Background: an optimization exercise with open tools, aiming at small area, a short achievable clock period and few clock cycles. Do not read the settings as production practice. Function was checked by simulation only, so behaviour that the tests miss may differ from the original.

## flow/design.v (module list and top-level ports; edited modules follow where they fit)
// module BoothMul64x18: 1770 lines
// module MulFA: 4 lines
// module MulHA: 4 lines
// module RegisterFile: 19 lines
// module RdBit32: 15 lines
// module RfAoi222: 3 lines
// module RfAoi22: 3 lines
// module RfNand4: 3 lines
// module RfNand3: 3 lines
// module RfOr3: 3 lines
// module XmmRegisterFile: 19 lines
// module Riscv: 521 lines
module Riscv(
  input clk,
  input reset,
  input [31:0] instr,
  input [31:0] mem_read_data,
  output [31:0] instr_addr,
  output [31:0] data_addr,
  output should_read_mem,
  output should_write_mem,
  output [31:0] mem_write_data
);
  // ...
==> flow/flow/run.sh <==
#!/bin/bash
set -euo pipefail
export SETUP_SLACK_MARGIN=46.3
bash standard.sh > standard.log 2>&1
==> flow/standard.sh <==
#!/bin/bash
# synth_recipe.tcl (not shown) runs the flow's synth.tcl, then flattens the netlist and writes it again
# the make line also repeats each setting of config.mk as NAME=value (left out here)
make -C /OpenROAD-flow-scripts/flow DESIGN_CONFIG=/design/flow/config.mk WORK_HOME=/design/flow/orfs CLKGATE_MAP_FILE= SYNTH_SCRIPT=/design/flow/synth_recipe.tcl "${@:-finish}"
==> flow/config.mk <==
export PLATFORM = sky130hd
export DESIGN_NAME = Riscv
export DESIGN_NICKNAME = Riscv
export VERILOG_FILES = /design/flow/design.v
export SDC_FILE = /design/flow/constraint.sdc
export NUM_CORES = 8
export LEC_CHECK = 0
export CAP_MARGIN = 20
export CORE_MARGIN = 2
export CORE_UTILIZATION = 30
export CTS_CLUSTER_DIAMETER = 100
export CTS_CLUSTER_SIZE = 20
export PLACE_DENSITY = 0.45
export SLEW_MARGIN = 20
export SYNTH_HIERARCHICAL = 1
export SYNTH_MINIMUM_KEEP_SIZE = 0
==> flow/constraint.sdc <==
create_clock -name core_clock -period 60.0 [get_ports {clk}]
set_input_delay 12.0000 -clock core_clock [delete_from_list [all_inputs] [get_ports {clk}]]
set_output_delay 12.0000 -clock core_clock [all_outputs]
set_load 0.01 [all_outputs]
==> run summary, run 1 <==
* CTS tree: yes
* Startpoint type of the worst setup path: flop
* Worst reg-to-reg setup slack at 46.10 ns
* Gr usage total at 31.06%
* Diode count at 103
* Synth Area in Adders at 8.385%
* Distinct cells, synth at 121
* First-pass GRT wire length at 1619000 microns
* Tcrit/Tclk final at 23.17%
* RSZ-0062 raised after global routing: yes
* Detailed Route WL at 1223000 microns
* Worst Hold Endpoint: w_cvt
* GR peak layer: met2
* CLK BUF at 313
* Worst-path clk slew at 0.09 ns
* Gpl congestion at 1.022
* Most frequent CP cell: a21o_1
* R2r startpoint: sel1[18]
* DRT met1 WL at 473900 microns
* Worst setup path endpoint: m_res[3]
* CP max stage cell: a222oi_1
* I/O pins at 164
* Fraction of area in multi-input gates at 43.03%
* Worst-Skew Late Latency at 1.14 ns
* Ranking of synthesized cells by area: edfxtp_1, a222oi_1, fa_1
* Register bank with the most flops: fq
* Final WS setup at 46.10 ns
* Post-layout util at 34.00%
* Seq. cell area at 111500 sq um
* Post-synth top area share at 46.40%
* Seq/total area at 44.52%
* Hold Crit Depth at 0
* Fill count at 73661
* Most common library cell in the layout ignoring fill and taps: edfxtp_1
* Fraction of area in non-clock buffers at 4.004%
* Post-DP Area at 241900 sq um
* Post-cts gate resize count at 381
* # DRC at 0
* Non-clock inverter count at 474
* Status: no timing/DRC/antenna violations
Testbench counts, summed over its fixed seeds: cycles 105,531.
==> module Riscv, before the edit <==
module Riscv(
  input clk,
  input reset,
  input [31:0] instr,
  input [31:0] mem_read_data,
  output [31:0] instr_addr,
  output [31:0] data_addr,
  output should_read_mem,
  output should_write_mem,
  output [31:0] mem_write_data
);
  localparam [63:0] NAN  = 64'h8000000000000000;
  localparam [63:0] PINF = 64'h7fffffffffffffff;
  localparam [63:0] NINF = 64'h8000000000000001;
  reg [31:0] pc;                  
  reg [31:0] ir;                  
  reg [31:0] xpc;                 
  reg        xv;                  
  reg        xhit0, xhit1;        
  reg [11:0] bt_tag0, bt_tag1;
  reg [11:0] bt_tgt0, bt_tgt1;
  reg        bt_v0, bt_v1;
  reg        bt_lru;              
  reg [31:0] sel1, sel2;          
  reg i_load, i_flw, i_opimm, i_auipc, i_store, i_fsw, i_op, i_lui, i_br, i_jalr, i_jal;
  reg f_add, f_sub, f_mul, f_div, f_sgn, f_mm, f_cmp, f_cvtws, f_cvtsw, f_mvxw, f_mvwx;
  reg use_x1, use_x2, use_f1, use_f2, wr_x, wr_f, is_mul, alu_sub;
  reg        m_wi, m_wx;          
  reg        m_late;              
  reg        m_ld;                
  reg        m_cvt;               
  reg [4:0]  m_rd;
  reg [63:0] m_res;
  reg [31:0] m_addr;
  reg [31:0] m_wdata;
  reg        m_rd_mem, m_wr_mem;
  reg        m_fmt;               
  reg        m_mes;               
  reg        w_wi, w_wx, w_cvt;
  reg [4:0]  w_rd;
  reg [63:0] w_data;
  reg [32*32-1:0] xq;
  reg [31:0]      xvalid;
  reg [32*64-1:0] fq;
  reg [31:0]      fvalid;
  reg [1:0]  mul_ph;
  reg [64:0] mul_pl;
  reg        d_pa, d_pc;          
  reg        d_busy, d_done;
  reg [5:0]  d_cnt;
  reg [62:0] d_r;                 
  reg [62:0] d_b;                 
  reg [63:0] d_nq;                
  reg        d_neg;
  assign instr_addr       = pc;
  assign data_addr        = m_addr;
  assign mem_write_data   = m_wdata;
  assign should_read_mem  = m_rd_mem;
  assign should_write_mem = m_wr_mem;
  function [64:0] add64;
    input [63:0] x, y;
    input c;
    reg [63:0] g, p, gg, pp;
    reg [64:0] cy;
    integer i, d;
    begin
      g = x & y;
      p = x ^ y;
      gg = g;
      pp = p;
      gg[0] = g[0] | (p[0] & c);
      for (d = 1; d < 64; d = d * 2)
        for (i = 2*d - 1; i < 64; i = i + 2*d) begin
          gg[i] = gg[i] | (pp[i] & gg[i-d]);
          pp[i] = pp[i] & pp[i-d];
        end
      for (d = 16; d >= 1; d = d / 2)
        for (i = 3*d - 1; i < 64; i = i + 2*d) begin
          gg[i] = gg[i] | (pp[i] & gg[i-d]);
          pp[i] = pp[i] & pp[i-d];
        end
      cy[0] = c;
      for (i = 0; i < 64; i = i + 1)
        cy[i+1] = gg[i];
      add64 = {cy[64], p ^ cy[63:0]};
    end
  endfunction
  wire [4:0] n_op = instr[6:2];
  wire [4:0] n_f5 = instr[31:27];
  wire [4:0] n_rd = instr[11:7];
  wire n_load  = n_op == 5'h00;
  wire n_flw   = n_op == 5'h01;
  wire n_opimm = n_op == 5'h04;
  wire n_auipc = n_op == 5'h05;
  wire n_store = n_op == 5'h08;
  wire n_fsw   = n_op == 5'h09;
  wire n_op_   = n_op == 5'h0c;
  wire n_lui   = n_op == 5'h0d;
  wire n_fp    = n_op == 5'h14;
  wire n_br    = n_op == 5'h18;
  wire n_jalr  = n_op == 5'h19;
  wire n_jal   = n_op == 5'h1b;
  wire n_fadd  = n_fp & (n_f5 == 5'h00);
  wire n_fsub  = n_fp & (n_f5 == 5'h01);
  wire n_fmul  = n_fp & (n_f5 == 5'h02);
  wire n_fdiv  = n_fp & (n_f5 == 5'h03);
  wire n_fsgn  = n_fp & (n_f5 == 5'h04);
  wire n_fmm   = n_fp & (n_f5 == 5'h05);
  wire n_fcmp  = n_fp & (n_f5 == 5'h14);
  wire n_cvtws = n_fp & (n_f5 == 5'h18);
  wire n_cvtsw = n_fp & (n_f5 == 5'h1a);
  wire n_mvxw  = n_fp & (n_f5 == 5'h1c);
  wire n_mvwx  = n_fp & (n_f5 == 5'h1e);
  wire n_fbin  = n_fadd | n_fsub | n_fmul | n_fdiv | n_fsgn | n_fmm | n_fcmp;
  wire [2:0] f3  = ir[14:12];
  wire [4:0] rd  = ir[11:7];
  wire [4:0] rs1 = ir[19:15];
  wire [4:0] rs2 = ir[24:20];
  wire m1 = m_rd == rs1;
  wire m2 = m_rd == rs2;
  wire w1 = w_rd == rs1;
  wire w2 = w_rd == rs2;
  wire haz = (m_late & m_wi & ((use_x1 & m1) | (use_x2 & m2)))
           | (m_late & m_wx & ((use_f1 & m1) | (use_f2 & m2)))
           | (w_cvt & ((use_f1 & w1) | (use_f2 & w2)));
  wire [31:0] rf_x1, rf_x2;
  wire [63:0] rf_f1, rf_f2;
  RegisterFile xrf(.q(xq), .s1(sel1 & xvalid), .s2(sel2 & xvalid), .rd1(rf_x1), .rd2(rf_x2));
  XmmRegisterFile frf(.q(fq), .s1(sel1 & fvalid), .s2(sel2 & fvalid), .rd1(rf_f1), .rd2(rf_f2));
  wire [63:0] m_val = (m_fmt & (m_res[63] != m_mes)) ? (m_mes ? PINF : NINF) : m_res;
  wire [31:0] x1 = (m_wi & m1) ? m_val[31:0] : (w_wi & w1) ? w_data[31:0] : rf_x1;
  wire [31:0] x2 = (m_wi & m2) ? m_val[31:0] : (w_wi & w2) ? w_data[31:0] : rf_x2;
  wire [63:0] a  = (m_wx & m1) ? m_val : (w_wx & w1) ? w_data : rf_f1;
  wire [63:0] b  = (m_wx & m2) ? m_val : (w_wx & w2) ? w_data : rf_f2;
  wire [31:0] imm_i = {{20{ir[31]}}, ir[31:20]};
  wire [31:0] imm_s = {{20{ir[31]}}, ir[31:25], ir[11:7]};
  wire [31:0] imm_b = {{20{ir[31]}}, ir[7], ir[30:25], ir[11:8], 1'b0};
  wire [31:0] imm_j = {{12{ir[31]}}, ir[19:12], ir[20], ir[30:21], 1'b0};
  wire [31:0] imm_u = {ir[31:12], 12'b0};
  wire [31:0] bop = (i_op | i_br) ? x2 : (i_store | i_fsw) ? imm_s : imm_i;
  wire [64:0] alu_sx  = add64({32'b0, x1}, {32'b0, bop ^ {32{alu_sub}}}, alu_sub);
  wire [31:0] alu_sum = alu_sx[31:0];
  wire        alu_ltu = !alu_sx[32];
  wire        alu_eq  = alu_sum == 32'b0;
  wire        alu_lt  = (x1[31] ^ bop[31]) ? x1[31] : alu_sum[31];
  wire        sh_left = f3 == 3'b001;
  wire        sh_fill = ir[30] & x1[31] & !sh_left;
  wire [31:0] sh_in, sh_out, sh_rev;
  genvar gi;
  generate
    for (gi = 0; gi < 32; gi = gi + 1) begin : rv
      assign sh_in[gi]  = sh_left ? x1[31 - gi] : x1[gi];
      assign sh_rev[gi] = sh_out[31 - gi];
    end
  endgenerate
  wire [63:0] sh_x = {{32{sh_fill}}, sh_in} >> bop[4:0];
  assign sh_out = sh_x[31:0];
  wire [63:0] mul_p;
  reg [31:0] alu_res;
  always @* begin
    case (f3)
      3'b000: alu_res = is_mul ? mul_p[31:0] : alu_sum;      
      3'b001: alu_res = sh_rev;
      3'b010: alu_res = {31'b0, alu_lt};
      3'b011: alu_res = {31'b0, alu_ltu};
      3'b100: alu_res = x1 ^ bop;
      3'b101: alu_res = sh_out;
      3'b110: alu_res = x1 | bop;
      default: alu_res = x1 & bop;
    endcase
  end
  wire [64:0] tgt_sx  = add64({32'b0, xpc}, {32'b0, i_br ? imm_b : i_jal ? imm_j : imm_u}, 1'b0);
  wire [31:0] tgt_sum = tgt_sx[31:0];
  reg br_taken;
  always @* begin
    case (f3)
      3'b000: br_taken = alu_eq;
      3'b001: br_taken = !alu_eq;
      3'b100: br_taken = alu_lt;
      3'b101: br_taken = !alu_lt;
      3'b110: br_taken = alu_ltu;
      3'b111: br_taken = !alu_ltu;
      default: br_taken = 1'b0;
    endcase
  end
  wire a_sign = a[63];
  wire b_sign = b[63];
  wire a_zero = a[62:0] == 63'b0;
  wire b_zero = b[62:0] == 63'b0;
  wire a_nan  = a_sign & a_zero;
  wire b_nan  = b_sign & b_zero;
  wire a_inf  = (a == PINF) | (a == NINF);    
  wire b_inf  = (b == PINF) | (b == NINF);
  wire        sgn_flip = f3[1] ? b_sign : (a_sign ^ b_sign);
  wire        add_sub = f_sub | f_cmp | f_mm | (f_sgn & sgn_flip) | (f_div & (!d_done | d_neg));
  wire [63:0] add_a   = (f_div | f_sgn) ? 64'b0 : a;
  wire [63:0] add_b   = ((f_div & d_done) ? d_nq : ((f_div & d_pa) | f_sgn) ? a : b) ^ {64{add_sub}};
  wire [64:0] add_sx  = add64(add_a, add_b, add_sub);
  wire [63:0] add_sum = add_sx[63:0];
  wire add_bs  = f_sub ? (b_zero ? b_sign : !b_sign) : b_sign;
  wire add_nan = a_nan | b_nan | (a_inf & b_inf);
  wire add_ovf = a_inf | b_inf | ((a_sign == add_bs) & (a_sign != add_sum[63]));
  wire [63:0] add_res = add_nan ? NAN : add_ovf ? (add_sum[63] ? PINF : NINF) : add_sum;
  wire [63:0] mul_a = is_mul ? {16'b0, x1, 16'b0} : a;
  reg  [17:0] mul_b;
  always @* begin
    case (mul_ph)
      2'd0:    mul_b = {2'b00, is_mul ? x2[15:0] : b[15:0]};
      2'd1:    mul_b = {2'b00, is_mul ? x2[31:16] : b[31:16]};
      2'd2:    mul_b = {2'b00, b[47:32]};
      default: mul_b = {b[63], b[63], b[63:48]};
    endcase
  end
  wire [80:0] mul_t;
  BoothMul64x18 mul(.a(mul_a), .bm(mul_b), .acc(mul_ph == 2'd0 ? 65'b0 : mul_pl), .t(mul_t));
  assign mul_p = mul_t[63:0];
  wire mul_es  = (a_sign ^ b_sign) & !a_zero & !b_zero;
  wire mul_special = a_zero | b_zero | a_inf | b_inf;
  wire [63:0] mul_spec_res = (a_nan | b_nan | (a_inf & b_inf)) ? NAN :
                             (a_inf | b_inf) ? (mul_es ? PINF : NINF) : 64'b0;
  wire [63:0] sgn_res = (f3[1:0] == 2'b11) ? 64'b0 : add_sum;
  wire f_lt = (a_sign ^ b_sign) ? a_sign : add_sum[63];
  wire f_eq = add_sum == 64'b0;
  reg f_cmpr;
  always @* begin
    case (f3[1:0])
      2'b00: f_cmpr = f_lt | f_eq;
      2'b01: f_cmpr = f_lt;
      2'b10: f_cmpr = f_eq;
      default: f_cmpr = 1'b0;
    endcase
  end
  wire [63:0] mm_res = (f_lt ^ f3[0]) ? a : b;
  wire [62:0] div_au = a_sign ? add_sum[62:0] : a[62:0];
  wire [62:0] div_bu = b_sign ? add_sum[62:0] : b[62:0];
  wire div_special = a_nan | b_nan | a_zero | b_zero | a_inf | b_inf;
  wire [63:0] div_spec_res = (a_nan | b_nan | b_zero | (a_inf & b_inf)) ? NAN : a_inf ? a : 64'b0;
  wire [63:0] div_res = div_special ? div_spec_res : add_sum;
  wire cs_sign = !ir[20] & x1[31];
  wire cs_ovf  = cs_sign ? !((x1[31:15] == 17'h1ffff) & (x1[14:0] != 15'b0)) : (x1[31:15] != 17'b0);
  wire [63:0] cvtsw_res = cs_ovf ? (cs_sign ? NINF : PINF) : {x1[15:0], 48'b0};
  wire a_pinf = a == PINF;
  wire a_ninf = a == NINF;
  wire [31:0] cvt_u32 = (a_nan | a_pinf) ? 32'b0 : a_ninf ? 32'h7fffffff :
                        a_sign ? 32'b0 : {16'b0, a[63:48]};
  wire [31:0] cvt_i32 = a_nan ? 32'b0 : a_pinf ? 32'h80000000 : a_ninf ? 32'h7fffffff :
                        {{16{a_sign}}, a[63:48]};
  wire [63:0] fp_in = i_fsw ? b : a;
  wire        fp_sign = fp_in[63];
  wire        fp_pinf = fp_in == PINF;
  wire        fp_ninf = fp_in == NINF;
  wire [63:0] fp_u = fp_sign ? -fp_in : fp_in;
  wire [62:0] fn0 = fp_u[62:0];
  wire fz5 = fn0[62:31] == 0;
  wire [62:0] fn1 = fz5 ? {fn0[30:0], 32'b0} : fn0;
  wire fz4 = fn1[62:47] == 0;
  wire [62:0] fn2 = fz4 ? {fn1[46:0], 16'b0} : fn1;
  wire fz3 = fn2[62:55] == 0;
  wire [62:0] fn3 = fz3 ? {fn2[54:0], 8'b0} : fn2;
  wire fz2 = fn3[62:59] == 0;
  wire [62:0] fn4 = fz2 ? {fn3[58:0], 4'b0} : fn3;
  wire fz1 = fn4[62:61] == 0;
  wire [62:0] fn5 = fz1 ? {fn4[60:0], 2'b0} : fn4;
  wire fz0 = !fn5[62];
  wire [62:0] fn6 = fz0 ? {fn5[61:0], 1'b0} : fn5;
  wire [7:0] fp_exp = fn6[62] ? 8'd141 - {2'b0, fz5, fz4, fz3, fz2, fz1, fz0} : 8'd0;
  wire [31:0] fp32 = (fp_in == NAN)                    ? 32'h7fc00000 :
                     (i_fsw ? fp_pinf : fp_ninf)       ? 32'h7f800000 :
                     (i_fsw ? fp_ninf : fp_pinf)       ? 32'hff800000 :
                                                         {fp_sign, fp_exp, fn6[61:39]};
  wire [63:0] fpu_res = (f_add | f_sub) ? add_res :
                        f_mul           ? (mul_special ? mul_spec_res : mul_p) :   
                        f_div           ? div_res :
                        f_sgn           ? sgn_res :
                        f_mm            ? mm_res :
                                          cvtsw_res;
  wire [31:0] fpu_ires = f_cmp   ? {31'b0, f_cmpr} :
                         f_cvtws ? (ir[20] ? cvt_i32 : cvt_u32) :
                                   fp32;
  wire div_wait = f_div & !div_special & !d_done;
  wire mul_wait = (f_mul & !mul_special & (mul_ph != 2'd3)) | (is_mul & (mul_ph != 2'd1));
  wire stall    = xv & (haz | div_wait | mul_wait);
  wire commit   = xv & !stall;
  wire d_idle   = !d_pa & !d_pc & !d_busy & !d_done;
  wire launch   = xv & f_div & !div_special & !haz & d_idle;
  wire x_taken  = i_jal | i_jalr | (i_br & br_taken);
  wire [31:0] target = i_jalr ? alu_sum : tgt_sum;
  wire [31:0] xpc4 = xpc + 32'd4;
  wire xpred    = xhit0 | xhit1;
  wire mispred  = xpred ? (!x_taken | (target != pc)) : x_taken;
  wire redirect = commit & mispred;
  wire [31:0] next_pc = x_taken ? target : xpc4;
  wire f_hit0 = bt_v0 & (bt_tag0 == pc[13:2]);
  wire f_hit1 = bt_v1 & (bt_tag1 == pc[13:2]) & !f_hit0;
  wire [31:0] ires = (i_opimm | i_op) ? alu_res :
                     i_auipc          ? tgt_sum :
                     i_lui            ? imm_u :
                     (i_jal | i_jalr) ? xpc4 :
                     f_mvwx           ? x1 :
                                        fpu_ires;
  wire [63:0] xres = wr_f & !f_mvwx ? fpu_res : {32'b0, ires};
  always @(posedge clk or posedge reset) begin
    if (reset) begin
      pc <= 32'b0;
      xv <= 1'b0;
    end else if (!stall) begin
      pc <= redirect ? next_pc : f_hit0 ? {pc[31:14], bt_tgt0, 2'b00} :
            f_hit1 ? {pc[31:14], bt_tgt1, 2'b00} : pc + 32'd4;
      xv <= !redirect;
    end
  end
  always @(posedge clk) begin
    if (!stall) begin
      xhit0 <= f_hit0;
      xhit1 <= f_hit1;
    end
  end
  always @(posedge clk or posedge reset) begin
    if (reset) begin
      bt_v0  <= 1'b0;
      bt_v1  <= 1'b0;
      bt_lru <= 1'b0;
    end else if (commit & (i_br | i_jal | i_jalr | xpred)) begin
      if (x_taken) begin
        if (xhit0 | (!xhit1 & !bt_lru)) begin
          bt_v0  <= 1'b1;
          bt_lru <= 1'b1;
        end else begin
          bt_v1  <= 1'b1;
          bt_lru <= 1'b0;
        end
      end else begin
        if (xhit0) bt_v0 <= 1'b0;
        if (xhit1) bt_v1 <= 1'b0;
      end
    end
  end
  always @(posedge clk) begin
    if (commit & (i_br | i_jal | i_jalr | xpred) & x_taken) begin
      if (xhit0 | (!xhit1 & !bt_lru)) begin
        bt_tag0 <= xpc[13:2];
        bt_tgt0 <= target[13:2];
      end else begin
        bt_tag1 <= xpc[13:2];
        bt_tgt1 <= target[13:2];
      end
    end
  end
  integer k;
  always @(posedge clk) begin
    if (!stall) begin
      ir  <= instr;
      xpc <= pc;
      for (k = 0; k < 32; k = k + 1) begin
        sel1[k] <= instr[19:15] == k;
        sel2[k] <= instr[24:20] == k;
      end
      i_load  <= n_load;
      i_flw   <= n_flw;
      i_opimm <= n_opimm;
      i_auipc <= n_auipc;
      i_store <= n_store;
      i_fsw   <= n_fsw;
      i_op    <= n_op_;
      i_lui   <= n_lui;
      i_br    <= n_br;
      i_jalr  <= n_jalr;
      i_jal   <= n_jal;
      f_add   <= n_fadd;
      f_sub   <= n_fsub;
      f_mul   <= n_fmul;
      f_div   <= n_fdiv;
      f_sgn   <= n_fsgn;
      f_mm    <= n_fmm;
      f_cmp   <= n_fcmp;
      f_cvtws <= n_cvtws;
      f_cvtsw <= n_cvtsw;
      f_mvxw  <= n_mvxw;
      f_mvwx  <= n_mvwx;
      use_x1  <= n_load | n_flw | n_store | n_fsw | n_opimm | n_op_ | n_br | n_jalr | n_cvtsw | n_mvwx;
      use_x2  <= n_store | n_op_ | n_br;
      use_f1  <= n_fbin | n_cvtws | n_mvxw;
      use_f2  <= n_fbin | n_fsw;
      wr_x    <= (n_load | n_opimm | n_auipc | n_op_ | n_lui | n_jal | n_jalr | n_fcmp | n_cvtws | n_mvxw) & (n_rd != 5'd0);
      wr_f    <= n_flw | n_fadd | n_fsub | n_fmul | n_fdiv | n_fsgn | n_fmm | n_cvtsw | n_mvwx;
      is_mul  <= n_op_ & (instr[14:12] == 3'b000) & instr[25];
      alu_sub <= n_br | ((n_op_ | n_opimm) & (instr[14:13] == 2'b01))
               | (n_op_ & (instr[14:12] == 3'b000) & instr[30] & !instr[25]);
    end
  end
  always @(posedge clk or posedge reset) begin
    if (reset) begin
      m_wi <= 1'b0; m_wx <= 1'b0; m_late <= 1'b0; m_ld <= 1'b0; m_cvt <= 1'b0;
      m_rd_mem <= 1'b0; m_wr_mem <= 1'b0; m_fmt <= 1'b0;
    end else begin
      m_wi     <= commit & wr_x;
      m_wx     <= commit & wr_f;
      m_late   <= commit & (i_load | i_flw | f_mvwx);
      m_ld     <= commit & (i_load | i_flw);
      m_cvt    <= commit & (i_flw | f_mvwx);
      m_rd_mem <= commit & (i_load | i_flw);
      m_wr_mem <= commit & (i_store | i_fsw);
      m_fmt    <= commit & f_mul & !mul_special;
    end
  end
  always @(posedge clk) begin
    m_rd    <= rd;
    m_res   <= xres;
    m_addr  <= alu_sum;
    m_wdata <= i_fsw ? fp32 : x2;
    m_mes   <= mul_es;
  end
  always @(posedge clk or posedge reset) begin
    if (reset) begin
      w_wi <= 1'b0; w_wx <= 1'b0; w_cvt <= 1'b0;
    end else begin
      w_wi  <= m_wi;
      w_wx  <= m_wx;
      w_cvt <= m_cvt;
    end
  end
  always @(posedge clk) begin
    w_rd   <= m_rd;
    w_data <= m_ld ? {32'b0, mem_read_data} : m_val;
  end
  wire        wc_sign = w_data[31];
  wire [7:0]  wc_exp  = w_data[30:23];
  wire [22:0] wc_man  = w_data[22:0];
  wire        wc_nan  = (wc_exp == 8'd255) & (wc_man != 23'b0);
  wire        wc_inf  = wc_exp >= 8'd142;
  wire        wc_zero = wc_exp < 8'd79;         
  wire [7:0]  wc_sh   = 8'd142 - wc_exp;        
  wire [63:0] wc_abs  = {1'b1, wc_man, 40'b0} >> wc_sh[5:0];
  wire [63:0] wc_val  = wc_sign ? -wc_abs : wc_abs;
  wire [63:0] w_conv  = wc_nan  ? NAN :
                        wc_inf  ? (wc_sign ? NINF : PINF) :
                        wc_zero ? 64'b0 :
                                  wc_val;
  wire [63:0] w_fdata = w_cvt ? w_conv : w_data;
  always @(posedge clk) begin
    for (k = 1; k < 32; k = k + 1)
      if (w_wi && w_rd == k) xq[k*32 +: 32] <= w_data[31:0];
    for (k = 0; k < 32; k = k + 1)
      if (w_wx && w_rd == k) fq[k*64 +: 64] <= w_fdata;
  end
  always @(posedge clk or posedge reset) begin
    if (reset) begin
      xvalid <= 32'b0;
      fvalid <= 32'b0;
    end else begin
      for (k = 1; k < 32; k = k + 1)
        if (w_wi && w_rd == k) xvalid[k] <= 1'b1;
      for (k = 0; k < 32; k = k + 1)
        if (w_wx && w_rd == k) fvalid[k] <= 1'b1;
    end
  end
  always @(posedge clk or posedge reset) begin
    if (reset)
      mul_ph <= 2'd0;
    else if (xv & !haz & mul_wait)
      mul_ph <= mul_ph + 2'd1;
    else if (commit)
      mul_ph <= 2'd0;
  end
  always @(posedge clk)
    mul_pl <= mul_t[80:16];
  wire       d_zin = d_cnt < 6'd24;           
  wire       d_n1  = d_nq[63] & !d_zin;
  wire       d_n2  = d_nq[62] & !d_zin;
  wire [63:0] d_t1 = d_pc ? {1'b0, d_r} : {d_r, d_n1};
  wire [64:0] d_s1 = add64(d_t1, {1'b1, ~d_b}, 1'b1);
  wire        d_g1 = d_s1[64];
  wire [62:0] d_r1 = d_g1 ? d_s1[62:0] : d_t1[62:0];
  wire [63:0] d_t2 = {d_r1, d_n2};
  wire [64:0] d_s2 = add64(d_t2, {1'b1, ~d_b}, 1'b1);
  wire        d_g2 = d_s2[64];
  wire [62:0] d_r2 = d_g2 ? d_s2[62:0] : d_t2[62:0];
  always @(posedge clk or posedge reset) begin
    if (reset) begin
      d_pa   <= 1'b0;
      d_pc   <= 1'b0;
      d_busy <= 1'b0;
      d_done <= 1'b0;
      d_cnt  <= 6'd0;
    end else if (launch) begin
      d_pa <= 1'b1;
    end else if (d_pa) begin
      d_pa <= 1'b0;
      d_pc <= 1'b1;
    end else if (d_pc) begin
      d_pc   <= 1'b0;
      d_busy <= 1'b1;
      d_cnt  <= d_g1 ? 6'd55 : 6'd31;
    end else if (d_busy) begin
      d_cnt <= d_cnt - 6'd1;
      if (d_cnt == 6'd0) begin
        d_busy <= 1'b0;
        d_done <= 1'b1;
      end
    end else if (commit) begin
      d_done <= 1'b0;
    end
  end
  always @(posedge clk) begin
    if (launch) begin
      d_b   <= div_bu;
      d_neg <= a_sign ^ b_sign;
    end else if (d_pa) begin
      d_r   <= {16'b0, div_au[62:16]};
      d_nq  <= {div_au[15:0], 48'b0};
    end else if (d_pc) begin
      if (d_g1) begin                         
        d_r  <= 63'b0;
        d_nq <= {1'b0, d_r[46:0], d_nq[63:48]};
      end
    end else if (d_busy) begin
      d_r  <= d_r2;
      d_nq <= {d_nq[61:0], d_g1, d_g2};
    end
  end
endmodule
==> run 2: changes to the inputs <==
--- a/flow/design.v
+++ b/flow/design.v
@@ -1885,6 +1885,8 @@
   reg        m_rd_mem, m_wr_mem;
   reg        m_fmt;               
   reg        m_mes;               
+  reg        m_afmt;              
+  reg        m_ainf, m_asame, m_asign;
   reg        w_wi, w_wx, w_cvt;
   reg [4:0]  w_rd;
   reg [63:0] w_data;
@@ -1976,7 +1978,10 @@
   wire [63:0] rf_f1, rf_f2;
   RegisterFile xrf(.q(xq), .s1(sel1 & xvalid), .s2(sel2 & xvalid), .rd1(rf_x1), .rd2(rf_x2));
   XmmRegisterFile frf(.q(fq), .s1(sel1 & fvalid), .s2(sel2 & fvalid), .rd1(rf_f1), .rd2(rf_f2));
-  wire [63:0] m_val = (m_fmt & (m_res[63] != m_mes)) ? (m_mes ? PINF : NINF) : m_res;
+  wire        m_aovf = m_ainf | (m_asame & (m_asign != m_res[63]));
+  wire        m_sat  = (m_afmt & m_aovf) | (m_fmt & (m_res[63] != m_mes));
+  wire        m_satp = m_afmt ? m_res[63] : m_mes;
+  wire [63:0] m_val  = m_sat ? (m_satp ? PINF : NINF) : m_res;
   wire [31:0] x1 = (m_wi & m1) ? m_val[31:0] : (w_wi & w1) ? w_data[31:0] : rf_x1;
   wire [31:0] x2 = (m_wi & m2) ? m_val[31:0] : (w_wi & w2) ? w_data[31:0] : rf_x2;
   wire [63:0] a  = (m_wx & m1) ? m_val : (w_wx & w1) ? w_data : rf_f1;
@@ -2048,8 +2053,7 @@
   wire [63:0] add_sum = add_sx[63:0];
   wire add_bs  = f_sub ? (b_zero ? b_sign : !b_sign) : b_sign;
   wire add_nan = a_nan | b_nan | (a_inf & b_inf);
-  wire add_ovf = a_inf | b_inf | ((a_sign == add_bs) & (a_sign != add_sum[63]));
-  wire [63:0] add_res = add_nan ? NAN : add_ovf ? (add_sum[63] ? PINF : NINF) : add_sum;
+  wire [63:0] add_res = add_nan ? NAN : add_sum;       
   wire [63:0] mul_a = is_mul ? {16'b0, x1, 16'b0} : a;
   reg  [17:0] mul_b;
   always @* begin
@@ -2240,7 +2244,7 @@
   always @(posedge clk or posedge reset) begin
     if (reset) begin
       m_wi <= 1'b0; m_wx <= 1'b0; m_late <= 1'b0; m_ld <= 1'b0; m_cvt <= 1'b0;
-      m_rd_mem <= 1'b0; m_wr_mem <= 1'b0; m_fmt <= 1'b0;
+      m_rd_mem <= 1'b0; m_wr_mem <= 1'b0; m_fmt <= 1'b0; m_afmt <= 1'b0;
     end else begin
       m_wi     <= commit & wr_x;
       m_wx     <= commit & wr_f;
@@ -2250,6 +2254,7 @@
       m_rd_mem <= commit & (i_load | i_flw);
       m_wr_mem <= commit & (i_store | i_fsw);
       m_fmt    <= commit & f_mul & !mul_special;
+      m_afmt   <= commit & (f_add | f_sub) & !add_nan;
     end
   end
   always @(posedge clk) begin
@@ -2258,6 +2263,9 @@
     m_addr  <= alu_sum;
     m_wdata <= i_fsw ? fp32 : x2;
     m_mes   <= mul_es;
+    m_ainf  <= a_inf | b_inf;
+    m_asame <= a_sign == add_bs;
+    m_asign <= a_sign;
   end
   always @(posedge clk or posedge reset) begin
     if (reset) begin
==> flow/flow/run.sh (replaced) <==
#!/bin/bash
set -euo pipefail
export SETUP_SLACK_MARGIN=46.8
bash standard.sh > standard.log 2>&1
==> run summary, run 2 <==
* Crit Path Class: flop to output pin (was flop to flop)
* Deepest clock path buffer count at 4 (unchanged)
* CTS sink count at 3823 (was 3819)
* CP max stage cell: dfrtp_4 (was a222oi_1)
* Final Critical Period at 13.69 ns (was 13.90 ns)
* Vias in the first global route at 181432 (was 181223)
* Register bank with the most flops: fq (unchanged)
* Setup Skew at 0.1769 ns (was 0.1629 ns)
* WL/cell at 43.85 microns (was 41.48 microns)
* Die Ht at 862.0 microns (was 864.2 microns)
* Worst-margin pin slew at 1.370 ns (was 1.392 ns)
* Max incr delay on CP at 0.53 ns (was 1.21 ns)
* DRT antenna net count at 0 (unchanged)
* Hold Path Class: flop to flop (unchanged)
* #FFs+latches synth at 3823 (was 3819)
* TNS Setup at 0 ns (unchanged)
* Final nets at 20494 (was 20616)
* Max reg flops at 2048 (unchanged)
* Asr flop ratio synth at 3.191% (was 3.168%)
* Met2 global-route usage at 48.37% (was 45.64%)
* DP HPWL at 887000 microns (was 844500 microns)
* GR peak layer: met2 (unchanged)
* Tcrit/Tclk final at 22.82% (was 23.17%)
* Slew Limit Headroom at 8.104% (was 7.229%)
* Worst-path clk slew at 0.09 ns (about the same)
* Largest net degree at the start of global routing at 119 (was 113)
* # DRC at 0 (unchanged)
* Largest registers: fq: 2048 flops, xq: 992 flops, mul_pl: 65 flops (unchanged)
* Worst-Skew Late Latency at 1.16 ns (was 1.14 ns)
* M1 GR Usage at 44.11% (was 40.98%)
* RSZ-0062 raised after global routing: yes (unchanged)
* Peak Freq at 73.03 MHz (was 71.95 MHz)
* Layout cell share with drive strength beyond 1 at 14.15% (was 12.61%)
* Final hold vios at 0 (unchanged)
* Seq. cell area at 111600 sq um (was 111500 sq um)
* Mean Syn Cell Area at 11.78 sq um (was 11.70 sq um)
* Ranking of synthesized cells by area: edfxtp_1, a222oi_1, fa_1 (unchanged)
* Data required, critical path at 48.00 ns (was 60.94 ns)
* I/O pins at 164 (unchanged)
* DIE AREA at 743100 sq um (was 746800 sq um)
* Max_cap viols at 0 (unchanged)
* Num CTS Buffers at 237 (was 231)
* I/O Buffers at 161 (unchanged)
* Htree depth at 4 (unchanged)
* Rows at 315 (unchanged)
* CP bufs+invs at 1 (was 4)
* Synthesized area at 220900 sq um (was 222000 sq um)
* Ys Warns at 71 (unchanged)
* Cell accounting for the most synthesized area: edfxtp_1 (unchanged)
* Total gr overflow at 0 (unchanged)
* Initial Util at 30.06% (was 30.14%)
* Met3 Track Usage GR at 8.872% (was 8.269%)
* DRT Pass-1 Iters at 17 (was 14)
* Die X at 862.0 microns (was 864.2 microns)
* Most frequent cells in the layout: edfxtp_1, a222oi_1, nor2_1, nand2_1, buf_4 (was edfxtp_1, a222oi_1, nand2_1, nor2_1, a21oi_1)
* # setup viols final at 0 (unchanged)
* Distinct cells, synth at 124 (was 121)
* Via density per instance at 6.623 (was 6.616)
* Max FO, Critical Path at 2 (was 29)
* Cell family with the largest share of critical-path delay: flip-flops (was compound AO/OA/AOI/OAI gates)
* Root buffer cell: clkbuf_16 (unchanged)
* Multi-input combinational cell area at 107200 sq um (was 107800 sq um)
* Seq/Total Area, Yosys at 50.47% (was 50.18%)
* Vias post-DR at 195151 (was 195146)
* Post-synth top cells: edfxtp_1, a222oi_1, nor2_1 (was edfxtp_1, a222oi_1, nand2_1)
* CTS tree: yes (unchanged)
* Initial antenna violation count at 211 (was 180)
* Gpl congestion at 1.049 (was 1.022)
* Most common library cell in the layout ignoring fill and taps: edfxtp_1 (unchanged)
* Gr usage total at 33.25% (was 31.06%)
* Crit. End Element: output pin (was flop)
* Post-synth top area share at 46.63% (was 46.40%)
* CP Cell Sequence: buf_6
* Crit path arrival time at 1.69 ns (was 14.84 ns)
* Synth Instances at 18747 (was 18981)
* Core Box Area at 734700 sq um (was 736600 sq um)
* Fill count at 73506 (was 73661)
* Status: no timing/DRC/antenna violations (unchanged)
* Post-CTS Hold Buffers at 0 (unchanged)
* Post-synth EDFFs at 3430 (unchanged)
* Layout area overhead at 13.81% (was 12.82%)
* Top-count cell post-synth: edfxtp_1 (unchanged)
* First-pass GRT wire length at 1695000 microns (was 1619000 microns)
* Ys flop type: edfxtp_1 (unchanged)
* Startpoint type of the worst setup path: flop (unchanged)
* Detailed Route WL at 1292000 microns (was 1223000 microns)
* Initial DRC count at 38475 (was 40297)
* Final Max Slew Viols at 0 (unchanged)
run 2: cell type report:
cell class / count / share of cell area, %
inverters: 483 / 0.7347
well taps: 9827 / 4.891
multi-input cells: 13511 / 42.66
flip-flops and latches: 3823 / 44.41
clock buffers: 326 / 2.539
repair buffers: 1260 / 4.287
clock inverters: 51 / 0.3016
diodes: 185 / 0.1842
run 2: routing by layer:
layer	vias to the layer above	routed length (microns)	share of wire, %
li1	77165	-	-
met2	14241	541000	42
met4	66	95650	7.4
met1	100736	504700	39
met3	2943	150400	12
met5	-	472	0.037
run 2: logic make-up after synthesis:
logic type	synth area share, %
compound gates	20.75
simple gates	10.10
flops	50.47
buf+inv	2.750
fa+ha+maj	8.427
xor+xnor	4.121
mux	3.385
other cells	0.001698
run 2: repair_timing:
item,4_1_cts,5_1_grt
setup endpoints to repair,349,307
hold endpoints to repair,0,0
setup buffers,61,22
pin swaps,14,22
resized for setup,690,151
cloned,4,2
run 2: metrics by stage:
step	instance area, sq um	util, %	hold WS (ns)	setup slack [ns]	instances
after floorplan	221400	-	0.3312	46.50	18874
after global placement	241300	32.85	0.3397	44.23	28800
after detailed placement	241400	32.86	0.3458	44.28	28804
after CTS	249700	33.99	0.3641	46.24	29246
after global routing	251100	34.18	0.3727	46.29	29350
final	251400	34.22	0.3630	46.31	29466
run 2: path summary, 6_finish.rpt:
kind	start	depth (start not counted)	endpoint	slack, ns
worst max-delay path	pc[3]	1	instr_addr[3]	46.31
worst min-delay path	m_cvt	0	w_cvt	0.36
max in group asynchronous	reset	4	w_wx	47.03
worst min register to register	m_cvt	0	w_cvt	0.36
worst max register to register	sel1[14]	38	m_res[28]	46.45
min in group asynchronous	reset	2	d_pc	11.42
run 2: modules after synthesis (local to each module, per instance), a selection:
module,times used,cells inside,flops+latches,cell area [sq um]
Riscv,1,12919,3823,167700
MulFA,500,1,0,20.02
RfAoi22,192,1,0,12.51
RfAoi222,1920,1,0,10.01
RfNand4,384,1,0,6.256
RfOr3,192,1,0,6.256
RfNand3,192,1,0,5.005
Testbench counts of run 2, summed over its fixed seeds: cycles 105,531.
==> run 3: changes to the inputs <==
--- a/flow/design.v
+++ b/flow/design.v
@@ -2010,10 +2010,12 @@
   wire [63:0] sh_x = {{32{sh_fill}}, sh_in} >> bop[4:0];
   assign sh_out = sh_x[31:0];
   wire [63:0] mul_p;
+  wire [80:0] mul_t;
   reg [31:0] alu_res;
   always @* begin
     case (f3)
-      3'b000: alu_res = is_mul ? mul_p[31:0] : alu_sum;      
+      3'b000: alu_res = !is_mul ? alu_sum :                   
+                        (mul_ph == 2'd0) ? mul_t[47:16] : mul_t[31:0];
       3'b001: alu_res = sh_rev;
       3'b010: alu_res = {31'b0, alu_lt};
       3'b011: alu_res = {31'b0, alu_ltu};
@@ -2064,7 +2066,6 @@
       default: mul_b = {b[63], b[63], b[63:48]};
     endcase
   end
-  wire [80:0] mul_t;
   BoothMul64x18 mul(.a(mul_a), .bm(mul_b), .acc(mul_ph == 2'd0 ? 65'b0 : mul_pl), .t(mul_t));
   assign mul_p = mul_t[63:0];
   wire mul_es  = (a_sign ^ b_sign) & !a_zero & !b_zero;
@@ -2131,7 +2132,7 @@
                          f_cvtws ? (ir[20] ? cvt_i32 : cvt_u32) :
                                    fp32;
   wire div_wait = f_div & !div_special & !d_done;
-  wire mul_wait = (f_mul & !mul_special & (mul_ph != 2'd3)) | (is_mul & (mul_ph != 2'd1));
+  wire mul_wait = (f_mul & !mul_special & (mul_ph != 2'd3)) | (is_mul & (mul_ph != 2'd1) & (x2[31:16] != 16'b0));
   wire stall    = xv & (haz | div_wait | mul_wait);
   wire commit   = xv & !stall;
   wire d_idle   = !d_pa & !d_pc & !d_busy & !d_done;
==> run summary, run 3 <==
* TNS Setup at 0 ns (unchanged)
* Setup Skew at 0.1333 ns (was 0.1769 ns)
* Post-synth top area share at 46.45% (was 46.63%)
* Detailed Route WL at 1291000 microns (was 1292000 microns)
* Cell family with the largest share of critical-path delay: flip-flops (unchanged)
* Ys Warns at 71 (unchanged)
* Htree depth at 4 (unchanged)
* Ys flop type: edfxtp_1 (unchanged)
* Post-synth EDFFs at 3430 (unchanged)
* Hold Path Class: flop to flop (unchanged)
* Final nets at 20733 (was 20494)
* Vias post-DR at 196623 (was 195151)
* Max reg flops at 2048 (unchanged)
* WL/cell at 43.50 microns (was 43.85 microns)
* # DRC at 0 (unchanged)
* Status: no timing/DRC/antenna violations (unchanged)
* Slew Limit Headroom at 5.864% (was 8.104%)
* Seq/Total Area, Yosys at 50.27% (was 50.47%)
* Final Critical Period at 13.76 ns (was 13.69 ns)
* Post-synth top cells: edfxtp_1, a222oi_1, nor2_1 (unchanged)
* Tcrit/Tclk final at 22.93% (was 22.82%)
* Fill count at 73871 (was 73506)
* I/O Buffers at 161 (unchanged)
* CTS tree: yes (unchanged)
* Core Box Area at 736200 sq um (was 734700 sq um)
* Vias in the first global route at 183698 (was 181432)
* Layout cell share with drive strength beyond 1 at 14.09% (was 14.15%)
* Hold_ws at 0.3577 ns (was 0.3630 ns)
* Max incr delay on CP at 0.54 ns (was 0.53 ns)
* Gpl congestion at 1.054 (was 1.049)
* CTS sink count at 3823 (unchanged)
* Initial DRC count at 39007 (was 38475)
* Rows at 315 (unchanged)
* Num CTS Buffers at 240 (was 237)
* Crit Path Class: flop to output pin (unchanged)
* Data required, critical path at 48.00 ns (about the same)
* Layout area overhead at 13.80% (was 13.81%)
* Gr usage total at 32.88% (was 33.25%)
* Most frequent cells in the layout: edfxtp_1, a222oi_1, nor2_1, nand2_1, a21oi_1 (was edfxtp_1, a222oi_1, nor2_1, nand2_1, buf_4)
* I/O pins at 164 (unchanged)
* Cell accounting for the most synthesized area: edfxtp_1 (unchanged)
* Final hold vios at 0 (unchanged)
* Die X at 863.8 microns (was 862.0 microns)
* Worst-path clk slew at 0.10 ns (was 0.09 ns)
* Worst-Skew Late Latency at 1.15 ns (was 1.16 ns)
* Max_cap viols at 0 (unchanged)
* First-pass GRT wire length at 1696000 microns (was 1695000 microns)
* # setup viols final at 0 (unchanged)
* Most common library cell in the layout ignoring fill and taps: edfxtp_1 (unchanged)
* Largest net degree at the start of global routing at 108 (was 119)
* Startpoint type of the worst setup path: flop (unchanged)
* Mean Syn Cell Area at 11.67 sq um (was 11.78 sq um)
* Via density per instance at 6.626 (was 6.623)
* Peak Freq at 72.70 MHz (was 73.03 MHz)
* Root buffer cell: clkbuf_16 (unchanged)
* DRT antenna net count at 0 (unchanged)
* CP bufs+invs at 1 (unchanged)
* Top-count cell post-synth: edfxtp_1 (unchanged)
* Largest registers: fq: 2048 flops, xq: 992 flops, mul_pl: 65 flops (unchanged)
* Die Ht at 863.8 microns (was 862.0 microns)
* Asr flop ratio synth at 3.191% (unchanged)
* Ranking of synthesized cells by area: edfxtp_1, a222oi_1, fa_1 (unchanged)
* DP HPWL at 882400 microns (was 887000 microns)
* Total gr overflow at 0 (unchanged)
* Final Max Slew Viols at 0 (unchanged)
* #FFs+latches synth at 3823 (unchanged)
* CP Cell Sequence: buf_6 (unchanged)
* Crit path arrival time at 1.76 ns (was 1.69 ns)
* Deepest clock path buffer count at 4 (unchanged)
* CP max stage cell: dfrtp_4 (unchanged)
* DRT Pass-1 Iters at 14 (was 17)
* Crit. End Element: output pin (unchanged)
* Initial antenna violation count at 169 (was 211)
* Synthesized area at 221800 sq um (was 220900 sq um)
* Initial Util at 30.12% (was 30.06%)
* Worst-margin pin slew at 1.407 ns (was 1.370 ns)
* Synth Instances at 19000 (was 18747)
* Max FO, Critical Path at 2 (unchanged)
* DIE AREA at 746100 sq um (was 743100 sq um)
* Distinct cells, synth at 135 (was 124)
* RSZ-0062 raised after global routing: yes (unchanged)
* Register bank with the most flops: fq (unchanged)
==> run 3: cell types whose count changed after synthesis, moves of 21 or more <==
cell,previous run,this run
o21ai_0,940,982
nor2_1,1307,1349
nand3_1,448,497
mux2_2,184,155
a21o_1,171,200
mux2i_1,493,387
a21oi_1,1025,1077
a211oi_1,111,150
o311ai_0,9,30
clkbuf_1,734,770
==> run 3: final timing paths <==
check / start / to / slack [ns] / depth (start not counted)
worst max-delay path: pc[9] / instr_addr[9] / 46.24 / 1
worst min-delay path: m_cvt / w_cvt / 0.36 / 0
worst max register to register: fvalid[15] / m_res[27] / 46.70 / 43
worst min register to register: m_cvt / w_cvt / 0.36 / 0
max in group asynchronous: reset / pc[27] / 46.98 / 5
min in group asynchronous: reset / xvalid[21] / 11.48 / 2
==> run 3: Yosys stat by module, one instance, submodules excluded, a selection <==
module	flip-flops and latches	cells	times used	area (sq um)
RfNand3	0	1	192	5.005
Riscv	3823	13172	1	168600
RfAoi22	0	1	192	12.51
MulHA	0	1	69	12.51
RfNand4	0	1	384	6.256
RfOr3	0	1	192	6.256
BoothMul64x18	0	2379	1	16100
RfAoi222	0	1	1920	10.01
MulFA	0	1	500	20.02
==> run 3: final cells by class <==
cell class / count / area [sq um] / share of cell area, %
Timing Repair inverter: 2 / 10.01 / 0.003966
Timing Repair Buffer: 1271 / 11050 / 4.379
Sequential cell: 3823 / 111600 / 44.23
Tap cell: 9827 / 12300 / 4.872
Antenna cell: 155 / 387.9 / 0.1537
Clock buffer: 325 / 6399 / 2.535
Clock inverter: 56 / 850.8 / 0.3371
Multi-Input combinational cell: 13711 / 107800 / 42.72
Inverter: 506 / 1928 / 0.7640
==> run 3: cell families after synthesis <==
logic type / Yosys count / share of synthesized area, %
flops: 3823 / 50.27
fa+ha+maj: 1113 / 8.398
xor+xnor: 1067 / 4.214
compound gates: 6129 / 21.26
other cells: 1 / 0.001691
buf+inv: 1599 / 2.835
simple gates: 4708 / 10.31
mux: 560 / 2.717
==> run 3: routing by layer <==
layer / up-vias / part of all wire [%] / GRT usage, %
met2: 14309 / 43 / 48.94
met4: 50 / 8.4 / 22.81
met1: 101012 / 38 / 41.74
met5: - / 0.027 / 0
met3: 3143 / 11 / 8.585
li1: 78109 / - / -
==> run 3: per-stage QoR <==
stage | utilization [%] | setup slack (ns) | cells | area (sq um)
2_1_floorplan | - | 46.50 | 19127 | 222300
3_3_place_gp | 32.84 | 43.82 | 29026 | 241800
3_5_place_dp | 32.86 | 44.00 | 29030 | 241900
4_1_cts | 34.05 | 46.21 | 29473 | 250700
5_1_grt | 34.24 | 46.22 | 29562 | 252100
6_report | 34.28 | 46.24 | 29676 | 252400
==> run 3: repair_timing <==
action	4_1_cts	5_1_grt
endpoints found under the setup margin	308	256
buffers inserted	55	31
cloned	7	6
pin swaps	25	51
gates resized for setup	748	171
hold buffers	0	0
Testbench counts of run 3, summed over its fixed seeds: cycles 104,016.
==> run 4: changes to the inputs <==
--- a/flow/design.v
+++ b/flow/design.v
@@ -1936,6 +1936,27 @@
       add64 = {cy[64], p ^ cy[63:0]};
     end
   endfunction
+  function [6:0] lzc64;
+    input [63:0] v;
+    reg [63:0] zr, zn;
+    reg [6*64-1:0] cr, cn;
+    integer l, g;
+    begin
+      zr = ~v;
+      cr = 0;
+      for (l = 0; l < 6; l = l + 1) begin
+        zn = 0;
+        cn = 0;
+        for (g = 0; g < (32 >> l); g = g + 1) begin
+          zn[g] = zr[2*g+1] & zr[2*g];
+          cn[6*g +: 6] = zr[2*g+1] ? (cr[6*(2*g) +: 6] | (6'd1 << l)) : cr[6*(2*g+1) +: 6];
+        end
+        zr = zn;
+        cr = cn;
+      end
+      lzc64 = {zr[0], cr[5:0]};
+    end
+  endfunction
   wire [4:0] n_op = instr[6:2];
   wire [4:0] n_f5 = instr[31:27];
   wire [4:0] n_rd = instr[11:7];
@@ -2105,19 +2126,15 @@
   wire        fp_ninf = fp_in == NINF;
   wire [63:0] fp_u = fp_sign ? -fp_in : fp_in;
   wire [62:0] fn0 = fp_u[62:0];
-  wire fz5 = fn0[62:31] == 0;
-  wire [62:0] fn1 = fz5 ? {fn0[30:0], 32'b0} : fn0;
-  wire fz4 = fn1[62:47] == 0;
-  wire [62:0] fn2 = fz4 ? {fn1[46:0], 16'b0} : fn1;
-  wire fz3 = fn2[62:55] == 0;
-  wire [62:0] fn3 = fz3 ? {fn2[54:0], 8'b0} : fn2;
-  wire fz2 = fn3[62:59] == 0;
-  wire [62:0] fn4 = fz2 ? {fn3[58:0], 4'b0} : fn3;
-  wire fz1 = fn4[62:61] == 0;
-  wire [62:0] fn5 = fz1 ? {fn4[60:0], 2'b0} : fn4;
-  wire fz0 = !fn5[62];
-  wire [62:0] fn6 = fz0 ? {fn5[61:0], 1'b0} : fn5;
-  wire [7:0] fp_exp = fn6[62] ? 8'd141 - {2'b0, fz5, fz4, fz3, fz2, fz1, fz0} : 8'd0;
+  wire [6:0]  fp_lzc = lzc64({fn0, 1'b1});
+  wire [5:0]  fz = fp_lzc[5:0];
+  wire [62:0] fn1 = fz[5] ? {fn0[30:0], 32'b0} : fn0;
+  wire [62:0] fn2 = fz[4] ? {fn1[46:0], 16'b0} : fn1;
+  wire [62:0] fn3 = fz[3] ? {fn2[54:0], 8'b0} : fn2;
+  wire [62:0] fn4 = fz[2] ? {fn3[58:0], 4'b0} : fn3;
+  wire [62:0] fn5 = fz[1] ? {fn4[60:0], 2'b0} : fn4;
+  wire [62:0] fn6 = fz[0] ? {fn5[61:0], 1'b0} : fn5;
+  wire [7:0] fp_exp = (fn0 != 63'b0) ? 8'd141 - {2'b0, fz} : 8'd0;
   wire [31:0] fp32 = (fp_in == NAN)                    ? 32'h7fc00000 :
                      (i_fsw ? fp_pinf : fp_ninf)       ? 32'h7f800000 :
                      (i_fsw ? fp_ninf : fp_pinf)       ? 32'hff800000 :
@@ -2154,14 +2171,17 @@
                                         fpu_ires;
   wire [63:0] xres = wr_f & !f_mvwx ? fpu_res : {32'b0, ires};
   always @(posedge clk or posedge reset) begin
-    if (reset) begin
-      pc <= 32'b0;
+    if (reset)
       xv <= 1'b0;
-    end else if (!stall) begin
+    else if (!stall)
+      xv <= !redirect;
+  end
+  always @(posedge clk) begin
+    if (reset)
+      pc <= 32'b0;
+    else if (!stall)
       pc <= redirect ? next_pc : f_hit0 ? {pc[31:14], bt_tgt0, 2'b00} :
             f_hit1 ? {pc[31:14], bt_tgt1, 2'b00} : pc + 32'd4;
-      xv <= !redirect;
-    end
   end
   always @(posedge clk) begin
     if (!stall) begin
@@ -2245,20 +2265,20 @@
   always @(posedge clk or posedge reset) begin
     if (reset) begin
       m_wi <= 1'b0; m_wx <= 1'b0; m_late <= 1'b0; m_ld <= 1'b0; m_cvt <= 1'b0;
-      m_rd_mem <= 1'b0; m_wr_mem <= 1'b0; m_fmt <= 1'b0; m_afmt <= 1'b0;
+      m_fmt <= 1'b0; m_afmt <= 1'b0;
     end else begin
       m_wi     <= commit & wr_x;
       m_wx     <= commit & wr_f;
       m_late   <= commit & (i_load | i_flw | f_mvwx);
       m_ld     <= commit & (i_load | i_flw);
       m_cvt    <= commit & (i_flw | f_mvwx);
-      m_rd_mem <= commit & (i_load | i_flw);
-      m_wr_mem <= commit & (i_store | i_fsw);
       m_fmt    <= commit & f_mul & !mul_special;
       m_afmt   <= commit & (f_add | f_sub) & !add_nan;
     end
   end
   always @(posedge clk) begin
+    m_rd_mem <= commit & (i_load | i_flw);
+    m_wr_mem <= commit & (i_store | i_fsw);
     m_rd    <= rd;
     m_res   <= xres;
     m_addr  <= alu_sum;
==> run summary, run 4 <==
* Status: no timing/DRC/antenna violations (unchanged)
* Worst-Skew Late Latency at 1.11 ns (was 1.15 ns)
* WL/cell at 43.43 microns (was 43.50 microns)
* Crit Path Class: flop to output pin (unchanged)
* Most frequent cells in the layout: edfxtp_1, a222oi_1, nor2_1, nand2_1, buf_4 (was edfxtp_1, a222oi_1, nor2_1, nand2_1, a21oi_1)
* DRT antenna net count at 0 (unchanged)
* Setup Skew at 0.1460 ns (was 0.1333 ns)
* Largest registers: fq: 2048 flops, xq: 992 flops, mul_pl: 65 flops (unchanged)
* Gr usage total at 32.86% (was 32.88%)
* TNS Setup at 0 ns (unchanged)
* Data required, critical path at 48.00 ns (about the same)
* Detailed Route WL at 1293000 microns (was 1291000 microns)
* Layout cell share with drive strength beyond 1 at 13.56% (was 14.09%)
* Worst-margin pin slew at 1.381 ns (was 1.407 ns)
* Final Critical Period at 13.67 ns (was 13.76 ns)
* CTS sink count at 3824 (was 3823)
* FF-to-FF path depth at 38 (was 43)
* Initial Util at 30.09% (was 30.12%)
* Initial DRC count at 37552 (was 39007)
* Final Max Slew Viols at 0 (unchanged)
* Max incr delay on CP at 0.33 ns (was 0.54 ns)
* Place WS at 44.96 ns (was 44.00 ns)
* Layout area overhead at 13.41% (was 13.80%)
* Worst-path clk slew at 0.09 ns (was 0.10 ns)
* I/O pins at 164 (unchanged)
* Peak Freq at 73.15 MHz (was 72.70 MHz)
* Deepest clock path buffer count at 4 (unchanged)
* CP Cell Sequence: buf_8 -> buf_6 (was buf_6)
* Largest net degree at the start of global routing at 117 (was 108)
* Vias in the first global route at 184859 (was 183698)
* Final hold vios at 0 (unchanged)
* Seq/Total Area, Yosys at 49.99% (was 50.27%)
* Root buffer cell: clkbuf_16 (unchanged)
* Cell accounting for the most synthesized area: edfxtp_1 (unchanged)
* DP HPWL at 895500 microns (was 882400 microns)
* Crit. End Element: output pin (unchanged)
* CP max stage cell: dfxtp_2 (was dfrtp_4)
* Slew Limit Headroom at 7.623% (was 5.864%)
* Max reg flops at 2048 (unchanged)
* Core Box Area at 740200 sq um (was 736200 sq um)
* # setup viols final at 0 (unchanged)
* I/O Buffers at 161 (unchanged)
* Initial antenna violation count at 178 (was 169)
* Max_cap viols at 0 (unchanged)
* Final WS setup at 46.33 ns (was 46.24 ns)
* Crit path arrival time at 1.67 ns (was 1.76 ns)
* RSZ-0062 raised after global routing: yes (unchanged)
* Ys Warns at 71 (unchanged)
* Register bank with the most flops: fq (unchanged)
* Hold_ws at 0.3650 ns (was 0.3577 ns)
* Startpoint type of the worst setup path: flop (unchanged)
* Htree depth at 4 (unchanged)
* Asr flop ratio synth at 2.327% (was 3.191%)
* Vias post-DR at 198069 (was 196623)
* Die X at 865.6 microns (was 863.8 microns)
* Tcrit/Tclk final at 22.78% (was 22.93%)
* Die Ht at 865.6 microns (was 863.8 microns)
* Gpl congestion at 1.038 (was 1.054)
* CTS tree: yes (unchanged)
* Ranking of synthesized cells by area: edfxtp_1, a222oi_1, fa_1 (unchanged)
* Post-synth EDFFs at 3430 (unchanged)
* Final nets at 20773 (was 20733)
* Hold Path Class: flop to flop (unchanged)
* Ys flop type: edfxtp_1 (unchanged)
* #FFs+latches synth at 3824 (was 3823)
* Hold Crit Depth at 0 (unchanged)
* # DRC at 0 (unchanged)
* Via density per instance at 6.653 (was 6.626)
* Synth Instances at 19049 (was 19000)
* Max FO, Critical Path at 2 (unchanged)
* DIE AREA at 749300 sq um (was 746100 sq um)
* Rows at 316 (was 315)
* Post-synth top cells: edfxtp_1, a222oi_1, nor2_1 (unchanged)
* Distinct cells, synth at 127 (was 135)
* Fill count at 74205 (was 73871)
* Total gr overflow at 0 (unchanged)
* Num CTS Buffers at 241 (was 240)
* Post-synth top area share at 46.25% (was 46.45%)
* DRT Pass-1 Iters at 13 (was 14)
* Top-count cell post-synth: edfxtp_1 (unchanged)
* First-pass GRT wire length at 1702000 microns (was 1696000 microns)
* Most common library cell in the layout ignoring fill and taps: edfxtp_1 (unchanged)
* Synthesized area at 222700 sq um (was 221800 sq um)
* Mean Syn Cell Area at 11.69 sq um (was 11.67 sq um)
-- run 4: cell count changes after synthesis, sizes merged, moves of 22 or more --
cell   delta
a21oi    -73
a221o    +30
dfrtp    -33
dfxtp    +34
inv      -35
mux2i    +50
nand2    +32
nand4    +34
nor2    -130
nor3     -31
o21a     +22
o21ai    +76
-- run 4: routing by layer --
metal / vias to the layer above / global-route usage (%) / wire length [microns]
met2: 14257 / 49.40 / 555100
li1: 78653 / - / -
met4: 42 / 22.69 / 108900
met3: 3285 / 8.373 / 141700
met5: - / 0.03175 / 285
met1: 101832 / 41.47 / 486900
-- run 4: area by class of cell --
class	count	area, sq um	share of cell area, %
Clock inverter	60	898.4	0.3557
Timing Repair Buffer	1280	10790	4.271
Antenna cell	167	417.9	0.1654
Tap cell	9858	12330	4.883
Clock buffer	337	6444	2.551
Inverter	475	1810	0.7168
Multi-Input combinational cell	13772	108300	42.89
Sequential cell	3824	111600	44.17
-- run 4: metrics by stage --
step           area (sq um)  utilization [%]  std cells
4_1_cts              251300            33.95      29584
5_1_grt              252200            34.08      29632
2_1_floorplan        223200                -      19176
3_5_place_dp         243100            32.85      29151
6_report             252600            34.13      29773
3_3_place_gp         243000            32.84      29147
-- run 4: worst paths after layout --
kind / end / startpoint / slack [ns]
worst max-delay path: instr_addr[5] / pc[5] / 46.33
worst min-delay path: w_cvt / m_cvt / 0.36
worst max register to register: m_res[62] / sel2[3] / 46.74
worst min register to register: w_cvt / m_cvt / 0.36
max in group asynchronous: fvalid[1] / reset / 47.06
min in group asynchronous: xv / reset / 11.44
-- run 4: cell families (layout without fill, tap and decap cells) --
group | after synthesis | in the layout | synth area share (%)
DFF | 3824 | 3824 | 49.99
and+or+nand+nor | 4645 | 4646 | 10.23
muxes | 592 | 592 | 2.851
xor gates and xnor gates | 1064 | 1064 | 4.197
other | 1 | 295 | 0.001684
buffers and inverters | 1583 | 2152 | 2.857
AOI/OAI and AO/OA | 6226 | 6228 | 21.51
adders and majority gates | 1114 | 1114 | 8.367
-- run 4: critical path, delay by kind of cell (launching register included) --
family	cells	cell delay (ns)
buffers and inverters	2	0.25
DFF	1	0.33
-- run 4: repair_timing --
item                                    4_1_cts  5_1_grt
pin swaps                                     7        9
endpoints found under the setup margin      250      202
resized for setup                           675      110
setup buffers                                34        6
hold buffers                                  0        0
cloned                                        2        9
hold endpoints to repair                      0        0
-- run 4: Yosys stat by module, one instance, submodules excluded, excerpt --
module | times used | area (sq um)
RfOr3 | 192 | 6.256
MulFA | 500 | 20.02
RfNand4 | 384 | 6.256
RfNand3 | 192 | 5.005
RfAoi222 | 1920 | 10.01
Riscv | 1 | 169600
MulHA | 69 | 12.51
BoothMul64x18 | 1 | 16100
RfAoi22 | 192 | 12.51
Testbench counts of run 4, summed over its fixed seeds: cycles 104,016.

## port drivers added, routing unchanged
The results above use ideal ports. As a check the final layouts listed here were re-extracted and re-timed, cells and wires unchanged. Step 1 (the two cells are an assumption about what drives the block):
set clk [get_ports {clk}]
set_driving_cell -lib_cell sky130_fd_sc_hd__clkbuf_16 $clk
set_driving_cell -lib_cell sky130_fd_sc_hd__buf_2 [delete_from_list [all_inputs] $clk]
Step 2 adds t to the input delays and takes it off the output delays; t is the mean of the earliest and latest rising clock arrival at the registers after step 1. Input paths then give back, and output paths get back, about the clock's delay inside the block. Three values: no drivers, after step 1, after step 2; two values: the first two.
run | t (ns) | slack for setup (ns) | worst setup path at the end
run 1 | 1.209 | 46.101 / 46.052 / 45.243 | input to register
run 2 | 1.234 | 46.308 / 46.146 / 45.917 | input, reset recovery
run 3 | 1.232 | 46.245 / 46.085 / 45.781 | input to register
run 4 | 1.203 | 46.330 / 46.174 / 45.878 | input to register
After both steps setup and hold are still met in every run listed. For run 1, which loses most, drivers alone change the setup slack by -0.049 ns; drivers and shift together by -0.858 ns. Setup slack includes reset recovery checks.
